This design comes from an exercise in tuning for small area on the open sky130 flow, not from production work.
In this exercise RTL edits were held to simulation tests only and were not proved equivalent to the original.

==> flow/design.v (outline; a module is shown in full before it is edited, if it fits) <==
// module dff: 11 lines
// module filter: 2122 lines
// module fa3: 4 lines
module filter (
input logic clk, enable,
input logic signed [15:0] inData,
output logic signed [15:0] outData
);
  // ...
==> flow/run.sh <==
#!/bin/bash
# synth_recipe.tcl (not shown) runs the flow's synth.tcl, then flattens the netlist and writes it again
# the make line also repeats each setting of config.mk as NAME=value (left out here)
make -C /OpenROAD-flow-scripts/flow DESIGN_CONFIG=/design/flow/config.mk WORK_HOME=/design/flow/orfs CLKGATE_MAP_FILE= SYNTH_SCRIPT=/design/flow/synth_recipe.tcl finish
==> flow/config.mk <==
export PLATFORM = sky130hd
export DESIGN_NAME = filter
export DESIGN_NICKNAME = filter
export VERILOG_FILES = /design/flow/design.v
export SDC_FILE = /design/flow/constraint.sdc
export NUM_CORES = 4
export LEC_CHECK = 0
export CAP_MARGIN = 20
export CORE_MARGIN = 2
export CORE_UTILIZATION = 45
export SLEW_MARGIN = 20
export SYNTH_HIERARCHICAL = 1
==> flow/constraint.sdc <==
create_clock -name core_clock -period 6.5 [get_ports {clk}]
set_input_delay 1.3000 -clock core_clock [delete_from_list [all_inputs] [get_ports {clk}]]
set_output_delay 1.3000 -clock core_clock [all_outputs]
set_load 0.01 [all_outputs]
==> flow_summary.json, run 1 <==
{
  "taps": 1524,
  "dp_slack_ns": 0.0629,
  "synthMuxAreaShare_pct": 0,
  "synth_xor_area_share_pct": 0.753,
  "rrSetupSlack_ns": 0.06,
  "ys_warn_count": 13,
  "cp_cell_sequence": "ha_1 -> fa_1 -> fa_1 -> fa_1 -> inv_1 -> fa_1 -> fa_1 -> fa_1 -> fa_1 -> fa_1 -> fa_1 -> fa_1",
  "syn_area_sq_um": 52300,
  "avgSynthCellArea_sq_um": 19.1,
  "wl_per_cell_um": 43.3,
  "slowest_delay_ns": 0.83,
  "yosysTopAreaCell": "fa_1",
  "slew_violations": 0,
  "final.fill_count": 9554,
  "top_regs": "x x512, din x32, outData x16",
  "worstMarginPinSlew_ns": 1.11,
  "post_cts_buffers": 0,
  "crit_top_cell": "fa_1",
  "cts_buffers": 76,
  "status": "timing/DRC/antenna clean",
  "fin_util_pct": 51.1,
  "post_cts_resized": 0,
  "synth-seq-area-share_pct": 34.6
}
==> run 2: changes to the inputs <==
--- a/flow/config.mk
+++ b/flow/config.mk
@@ -10,2 +10,4 @@
 export CORE_UTILIZATION = 45
+export CTS_BUF_LIST = sky130_fd_sc_hd__clkbuf_4
+export GPL_TIMING_DRIVEN = 0
 export SLEW_MARGIN = 20
==> run 2 against run 1 <==
  * Maximum frequency up 0.58%
  * Via count is 1.3% lower
  * Still clean
  * Worst hold slack worse by 0.00098 ns
  * Clock skew increased by 0.062 ns
  * Global-route usage decreased by 1.5 points
  * Core utilization shrank 1.4 points
  * Synthesized cell count unchanged
==> flow_summary.json, run 2 <==
{
  "root_buffer": "clkbuf_4",
  "clk_pin_slew_ns": 0.06,
  "final_common_cell": "fa_1",
  "regArea_sq_um": 18100,
  "grt_pass1_vias": 30400,
  "fin_crit_sh_pct": 98.5,
  "gp_congestion": 1.00,
  "ys_warn_count": 13,
  "async_reset_ff_share_pct": 0,
  "layout_common_cells": "fa_1 (1,487), edfxtp_1 (512), inv_1 (316)",
  "top_regs": "x x512, din x32, outData x16",
  "vias": 25500,
  "die-area_sq_um": 119000,
  "cts_buffer_depth": 3,
  "cts_tree": "yes",
  "synth_cell_types": 41,
  "worstMarginPinSlew_ns": 0.984,
  "max_slew_margin_pct": 33.9,
  "grt_usage_pct": 34.4,
  "synth_edf_count": 512,
  "cts_buffers": 176,
  "rows": 125,
  "cts_hold_buf": 0,
  "syn_area_sq_um": 52300,
  "cts_sinks": 648,
  "hold_depth": 0,
  "min_period_ns": 6.40,
  "reg2reg_from": "x[14][4]",
  "crit_required_ns": 7.53,
  "synth.most_common_cell": "fa_1",
  "hold_end": "en[1]",
  "area_growth_pct": 9.90,
  "cp-start-kind": "flop",
  "ys_top_cells_by_area": "fa_1 (59%), edfxtp_1 (29%), dfxtp_1 (5.2%)",
  "nets": 4625,
  "setup_tns_ns": 0,
  "hold_ws_ns": 0.323,
  "rrSetupSlack_ns": 0.1,
  "syn-num-nets": 4391,
  "yosysTopAreaCell": "fa_1",
  "grt-ovfl-total": 0,
  "hold_viol": 0,
  "setup_viol": 0,
  "top_register": "x",
  "synth_seq_cells": 648,
  "reg2regPathDepth": 11,
  "status": "timing/DRC/antenna clean",
  "grt_pass1_wl_um": 260000,
  "fin_skew_ns": 0.108,
  "rr_endpoint": "q3506",
  "via_per_inst": 5.51,
  "ios": 34,
  "largest_reg_flops": 512,
  "antenna_found_initial": 4,
  "layout-drive-gt1-share_pct": 13.0,
  "hpwl_um": 173000,
  "rsz0062_at_grt": "true",
  "dr.first_iter.drc_count": 2263,
  "hold_class": "flop to flop",
  "drc": 0,
  "holdCritStartpoint": "en[0]",
  "synth-seq-area-share_pct": 34.6,
  "placed_cells": 4299,
  "multi_input_area_sq_um": 33300,
  "final.fill_count": 9583,
  "wl_per_cell_um": 41.8,
  "avgSynthCellArea_sq_um": 19.1,
  "start_util_pct": 45.2,
  "coreArea_sq_um": 116000,
  "worstPathArrival_ns": 7.43,
  "end_kind": "flop",
  "grt_max_degree": 65,
  "maxCapViolCount": 0,
  "clk-insertion-delay-late_ns": 1.20,
  "ant_nets": 0,
  "synth_cells": 2733,
  "fp.dieW_um": 345,
  "worstPathMaxFanout": 4,
  "drt_pass1_iterations": 7,
  "synth_flop_cell": "edfxtp_1",
  "die_h_um": 345,
  "stdcell_count": 4632,
  "io_buffers": 33,
  "yosys.area.top_type_share_pct": 59.1,
  "drt-total-wl_um": 194000,
  "synth_commonest_cells": "fa_1 (1,545), edfxtp_1 (512), inv_1 (321), dfxtp_1 (136), ha_1 (95)",
  "fmax_mhz": 156,
  "ctsHtreeMaxLevel": 4,
  "slew_violations": 0,
  "path_class": "flop to flop"
}
run 2: cell counts after synthesis:
Identical to the previous run, type by type.
run 2: how the worst max path moves through the flow:
stage	startpoint	endpoint	slack, ns	depth (start not counted)
2_1_floorplan	x[11][4]	q3538	0.79	13
3_3_place_gp	x[10][4]	q3526	-0.34	13
3_5_place_dp	x[10][4]	q3526	-0.32	13
4_1_cts	x[11][12]	q3538	0.003	14
5_1_grt	x[14][4]	q3506	-0.003	13
6_report	x[14][4]	q3506	0.1	11
run 2: critical path, cell delays in order, from the launching register on:
cell      delay (ns)
edfxtp_1        0.40
ha_1            0.24
fa_1            0.83
inv_1           0.28
fa_1            0.64
fa_1            0.52
fa_1            0.56
fa_1            0.74
fa_1            0.52
fa_1            0.51
fa_1            0.60
fa_1            0.42
run 2: layout make-up:
type	instances	area share, %
multi-input cells	1761	57.9
flip-flops and latches	648	31.5
clock buffers	257	3.36
well taps	1524	3.32
inverters	321	2.12
repair buffers	56	1.18
clock inverters	53	0.611
diodes	9	0.0392
plain buffers	3	0.0218
run 2: cell families after synthesis:
| kind of cell | after synthesis | share of synthesized area, % |
|---|---|---|
| adders and majority gates | 1640 | 61.4 |
| DFF | 648 | 34.6 |
| buffers and inverters | 324 | 2.33 |
| and+or+nand+nor | 42 | 0.445 |
| xor gates and xnor gates | 45 | 0.753 |
| AOI/OAI and AO/OA | 34 | 0.495 |
run 2: metrics by stage:
stage | setup WS, ns | area [sq um] | util, %
6_report | 0.0988 | 57500 | 49.7
5_1_grt | -0.00324 | 57500 | 49.7
4_1_cts | 0.00295 | 57200 | 49.4
3_5_place_dp | -0.317 | 54800 | 47.4
3_3_place_gp | -0.337 | 54600 | 47.1
2_1_floorplan | 0.787 | 52300 | -
run 2: modules after synthesis, one instance, submodules excluded:
module / cells / copies in the design / flip-flops and latches / cell area (sq um)
fa3: 1 / 1545 / 0 / 20.0
filter: 1188 / 1 / 648 / 21400
run 2: what timing repair did:
item,4_1_cts,5_1_grt
endpoints found under the hold margin,0,0
pin swaps,1,3
cloned,0,0
setup buffers,1,13
resized for setup,40,49
endpoints found under the setup margin,21,17
run 2: per-layer routing:
layer | up-vias | track usage [%] | part of all wire (%)
met1 | 14700 | 42.1 | 36
met4 | 2 | 23.3 | 8.1
met3 | 395 | 6.44 | 5.8
met5 | - | 0 | 0.0067
met2 | 1167 | 56.1 | 50
li1 | 9271 | - | -

port drivers added, routing unchanged:
No port has a modelled driver above. Below, the same layouts with a new extraction and two added sets of constraints. Step 1 (the two cells are an assumption about what drives the block):
set clk [get_ports {clk}]
set_driving_cell -lib_cell sky130_fd_sc_hd__clkbuf_16 $clk
set_driving_cell -lib_cell sky130_fd_sc_hd__buf_2 [delete_from_list [all_inputs] $clk]
Step 2 adds t to the input delays and takes it off the output delays; t is the mean of the earliest and latest rising clock arrival at the registers after step 1. Input paths then give back, and output paths get back, about the clock's delay inside the block. a / b / c = no drivers / after step 1 / after step 2; a / b = the first two.
run | shift t [ns] | slack for setup (ns) | worst setup path after step 2 | latest minus earliest clock arrival (ns) | cell pins on the clock port's net
run 1 | 0.754 | 0.062 / 0.062 / 0.062 | register to register | 0.050 / 0.051 | 1
run 2 | 1.218 | 0.099 / 0.099 / 0.099 | register to register | 0.109 / 0.109 | 1
After both steps setup and hold are still met in every run listed.
